Source: an optimization exercise on an open RTL-to-GDS flow (aim: small area). Production flows keep margins and buffers that such runs may drop. In this exercise RTL edits were held to simulation tests only and were not proved equivalent to the original. No activity file was given, so power comes from the tool's default toggle rates.

Setup of exp/quartz:
==> flow/design.v (excerpt) <==
module ANITA3_simple_trigger( clk250_i,
										rst_i,
										L1_i,
										trig_o,
										scal_o,
										scal_L1_o,
										disable_i,
										refpulse_i,
										mon_scal_o,
										ant_mask_i,
										phi_mask_i,
										phi_o,
										count_o
										);
Settings: LEC_CHECK=0, CAP_MARGIN=20, CORE_MARGIN=2, CORE_UTILIZATION=60, PLACE_DENSITY=0.7, SLEW_MARGIN=20; clock period 4.0 ns.
standard.sh (not shown) runs the stock make flow with config.mk's settings and CLKGATE_MAP_FILE= SYNTH_SCRIPT=/design/flow/synth_recipe.tcl, a recipe that flattens the netlist after the stock synthesis.
==> flow/flow/run.sh <==
#!/bin/bash
set -euo pipefail
export BUFFER_PORTS_ARGS="-buffer_cell sky130_fd_sc_hd__buf_1"
export CTS_ARGS="-sink_clustering_enable -repair_clock_nets -dont_use_dummy_load -buf_list sky130_fd_sc_hd__clkbuf_8 -sink_clustering_size 20 -sink_clustering_max_diameter 60"

bash standard.sh finish > standard_make.log 2>&1
Edits applied to the flow inputs when going from exp/quartz to exp/tundra:
Settings: changing CORE_UTILIZATION from 60 to 75; changing PLACE_DENSITY from 0.7 to 0.85.
Min tap cell count across exp/tundra and exp/quartz: exp/tundra
Re end-of-flow core utilization: exp/tundra is 16 points up on exp/quartz.
Any difference in share of final layout cell area taken by non-clock buffers between exp/tundra and exp/quartz is small enough to ignore.
Changes observed in exp/tundra relative to exp/quartz: number of violations reported at the end of detailed-routing iteration 0 now larger; routability-driven placement congestion ratio fell 2.0%; peak supply drop now larger.
In terms of power, exp/tundra and exp/quartz differ only marginally.
Critical path depth in exp/tundra vs exp/quartz: up 3
Going from exp/quartz to exp/tundra, worst hold-check slack down 22 ps; design area now smaller.
Of the two candidates, exp/quartz has the better worst setup slack and exp/tundra the worse one.
The inputs of exp/juniper differ from those of exp/tundra as listed below.
Settings: changing CORE_UTILIZATION from 75 to 40; removing PLACE_DENSITY (formerly 0.85).
==> flow/flow/run.sh <==
#!/bin/bash
# Standard ORFS layout with three changes: port buffers are buf_1, CTS uses
# clkbuf_8 sink clusters of up to 20 flops, and CTS adds no dummy loads.
set -euo pipefail
export BUFFER_PORTS_ARGS="-buffer_cell sky130_fd_sc_hd__buf_1"
export CTS_ARGS="-sink_clustering_enable -repair_clock_nets -buf_list sky130_fd_sc_hd__clkbuf_8 -sink_clustering_size 20 -sink_clustering_max_diameter 60 -dont_use_dummy_load"
bash standard.sh finish > standard_make.log 2>&1
Findings:
Taking exp/tundra as the reference, in exp/juniper tap cell count went up 97%; worst setup margin went down; number of buffers and inverters on the critical path down 1. The chip width in exp/juniper sits about 36% above the value recorded for exp/tundra. The non-clock buffer count of exp/juniper is higher than that of exp/tundra. exp/juniper vs exp/tundra — global-route met2 utilization dropped 18 points. From exp/tundra to exp/juniper, count of multi-input combinational gates did not move at all. Clock skew came out higher on exp/juniper than on exp/tundra. Global-route wire length before repair went down slightly going from exp/tundra to exp/juniper. Relative to exp/tundra, critical path depth has decreased by 3 in exp/juniper. Status: routed wire length parity (exp/juniper, exp/tundra).

========
Another version of the RTL of ANITA3_simple_trigger (not shown whole).
Size: roughly 1900 flip-flops, ~250 I/O pins.
// ANITA3_simple_trigger
module ANITA3_simple_trigger( clk250_i,
										rst_i,
										L1_i,
										trig_o,
										scal_o,
										scal_L1_o,
										disable_i,
										refpulse_i,
										mon_scal_o,
										ant_mask_i,
										phi_mask_i,
										phi_o,
										count_o
										);
	input clk250_i;
	input rst_i;
	input [47:0] L1_i;
	input [31:0] ant_mask_i;
	input [31:0] phi_mask_i;
	output trig_o;
	output [31:0] phi_o;
	output [31:0] scal_o;
	output [31:0] scal_L1_o;
	input refpulse_i;
	output [31:0] mon_scal_o;
	output [7:0] count_o;
	input disable_i;
	wire [15:0] V_pol_phi;
	wire [15:0] H_pol_phi;
	wire [15:0] V_pol_hold;
	wire [15:0] H_pol_hold;
	ANITA3_simple_trigger_map u_map(.clk250_i(clk250_i),
											  .rst_i(rst_i),
											  .mask_i(ant_mask_i),
											  .L1_i(L1_i),
											  .V_pol_phi_o(V_pol_phi),
											  .H_pol_phi_o(H_pol_phi));
	reg [4:0] rst_age;
	wire valid = rst_age[4];
	always @(posedge clk250_i) begin
		if (rst_i) rst_age <= 5'd0;
		else if (!rst_age[4]) rst_age <= rst_age + 5'd1;
	end
	reg [15:0] V_pol_trig;
	reg [15:0] H_pol_trig;
	reg [15:0] V_pol_pat;
	reg [15:0] H_pol_pat;
	reg rf_trigger;
	reg any_rf_trigger;
	reg [1:0] raw_rf_trigger;
	wire trigger_holdoff;
	reg [7:0] raw_rf_count;
	reg rf_count_flag;
	reg [7:0] rf_count;
	reg trig_disable;
	generate
		genvar i;
		for (i=0;i<16;i=i+1) begin : RF_TRIG
			srl_oneshot l1v_scaler(.clk250_i(clk250_i),.rst_i(rst_i),.valid_i(valid),.trig_i(V_pol_phi[i]),
													.hold_o(V_pol_hold[i]),.scal_o(scal_L1_o[i]));
			srl_oneshot l1h_scaler(.clk250_i(clk250_i),.rst_i(rst_i),.valid_i(valid),.trig_i(H_pol_phi[i]),
													.hold_o(H_pol_hold[i]),.scal_o(scal_L1_o[16+i]));
			srl_oneshot_with_ref v_scaler(.clk250_i(clk250_i),.rst_i(rst_i),.valid_i(valid),.trig_i(V_pol_trig[i]),.pulse_i(refpulse_i),
													.scal_o(scal_o[i]), .mon_scal_o(mon_scal_o[i]));
			srl_oneshot_with_ref h_scaler(.clk250_i(clk250_i),.rst_i(rst_i),.valid_i(valid),.trig_i(H_pol_trig[i]),.pulse_i(refpulse_i),
  ...
clock: 4.0 ns
lec_check: 0
abc_area: 1
cap_margin: 20
core_margin: 2
core_utilization: 40
cts_buf_list: sky130_fd_sc_hd__clkbuf_8
cts_cluster_diameter: 60
cts_cluster_size: 20
slew_margin: 20
run.sh (not shown) runs the stock make flow with config.mk's settings and CLKGATE_MAP_FILE= SYNTH_SCRIPT=/design/flow/synth_recipe.tcl, a recipe that flattens the netlist after the stock synthesis.
Stock flow here: none of the scripts above is used.
Change:
==> flow/flow/run.sh (new file) <==
#!/bin/bash
# Standard ORFS layout with three changes: port buffers are buf_1, CTS uses
# clkbuf_8 sink clusters of up to 20 flops, and CTS adds no dummy loads.
set -euo pipefail
export BUFFER_PORTS_ARGS="-buffer_cell sky130_fd_sc_hd__buf_1"
export CTS_ARGS="-sink_clustering_enable -repair_clock_nets -buf_list sky130_fd_sc_hd__clkbuf_8 -sink_clustering_size 20 -sink_clustering_max_diameter 60 -dont_use_dummy_load"
bash standard.sh finish > standard_make.log 2>&1
==> flow/standard.sh (new file) <==
#!/bin/bash
# synth_recipe.tcl (not shown) runs the flow's synth.tcl, then flattens the netlist and writes it again
# the make line also repeats each setting of config.mk as NAME=value (left out here)
make -C /OpenROAD-flow-scripts/flow DESIGN_CONFIG=/design/flow/config.mk WORK_HOME=/design/flow/orfs CLKGATE_MAP_FILE= SYNTH_SCRIPT=/design/flow/synth_recipe.tcl "${@:-finish}"
Settings changed: ABC_AREA 1 to unset, CTS_BUF_LIST sky130_fd_sc_hd__clkbuf_8 to unset, CTS_CLUSTER_DIAMETER 60 to unset, CTS_CLUSTER_SIZE 20 to unset.
removed: flow/run.sh
Result: The new run completed without violations; sequential share of layout area goes up by 3.9 points; die area goes down by 0.74%; power goes down by 3.6%; non-clock buffer count is unchanged; routed wire length goes up by about 1.8%; global-route usage goes up by 0.14 points; final area goes down by about 5%; final cell count goes down by 5.9%; critical path depth stays the same.

[static timing again, ports no longer ideal]
How much do the figures lean on ideal ports? The routed layouts below were timed once more, with nothing changed but the port constraints. Step 1, drivers: a clkbuf_16 drives clk250_i and a buf_2 each remaining input, both assumed. Step 2, shift: input delay + t, output delay - t, t = (earliest + latest rising clock arrival at the registers) / 2. This alone moves slack from input paths to output paths. Slacks: no drivers / after step 1 / after step 2; pairs: no drivers / after step 1.
run	t (ns)	setup WS [ns]	slew at the worst register clock pin (ns)
exp/quartz	0.736	1.791 / 1.732 / 1.205	0.12 / 0.12
exp/tundra	0.740	1.767 / 1.755 / 1.425	0.11 / 0.11
exp/juniper	0.784	1.652 / 1.592 / 1.288	0.11 / 0.11
the first run of note 2	0.824	1.229 / 1.164 / 1.439	0.12 / 0.12
the second run of note 2	0.777	1.672 / 1.612 / 1.795	0.12 / 0.12
After both steps setup and hold are still met in every run listed. For exp/quartz, which loses most, drivers alone change the setup slack by -0.059 ns; drivers and shift together by -0.586 ns.
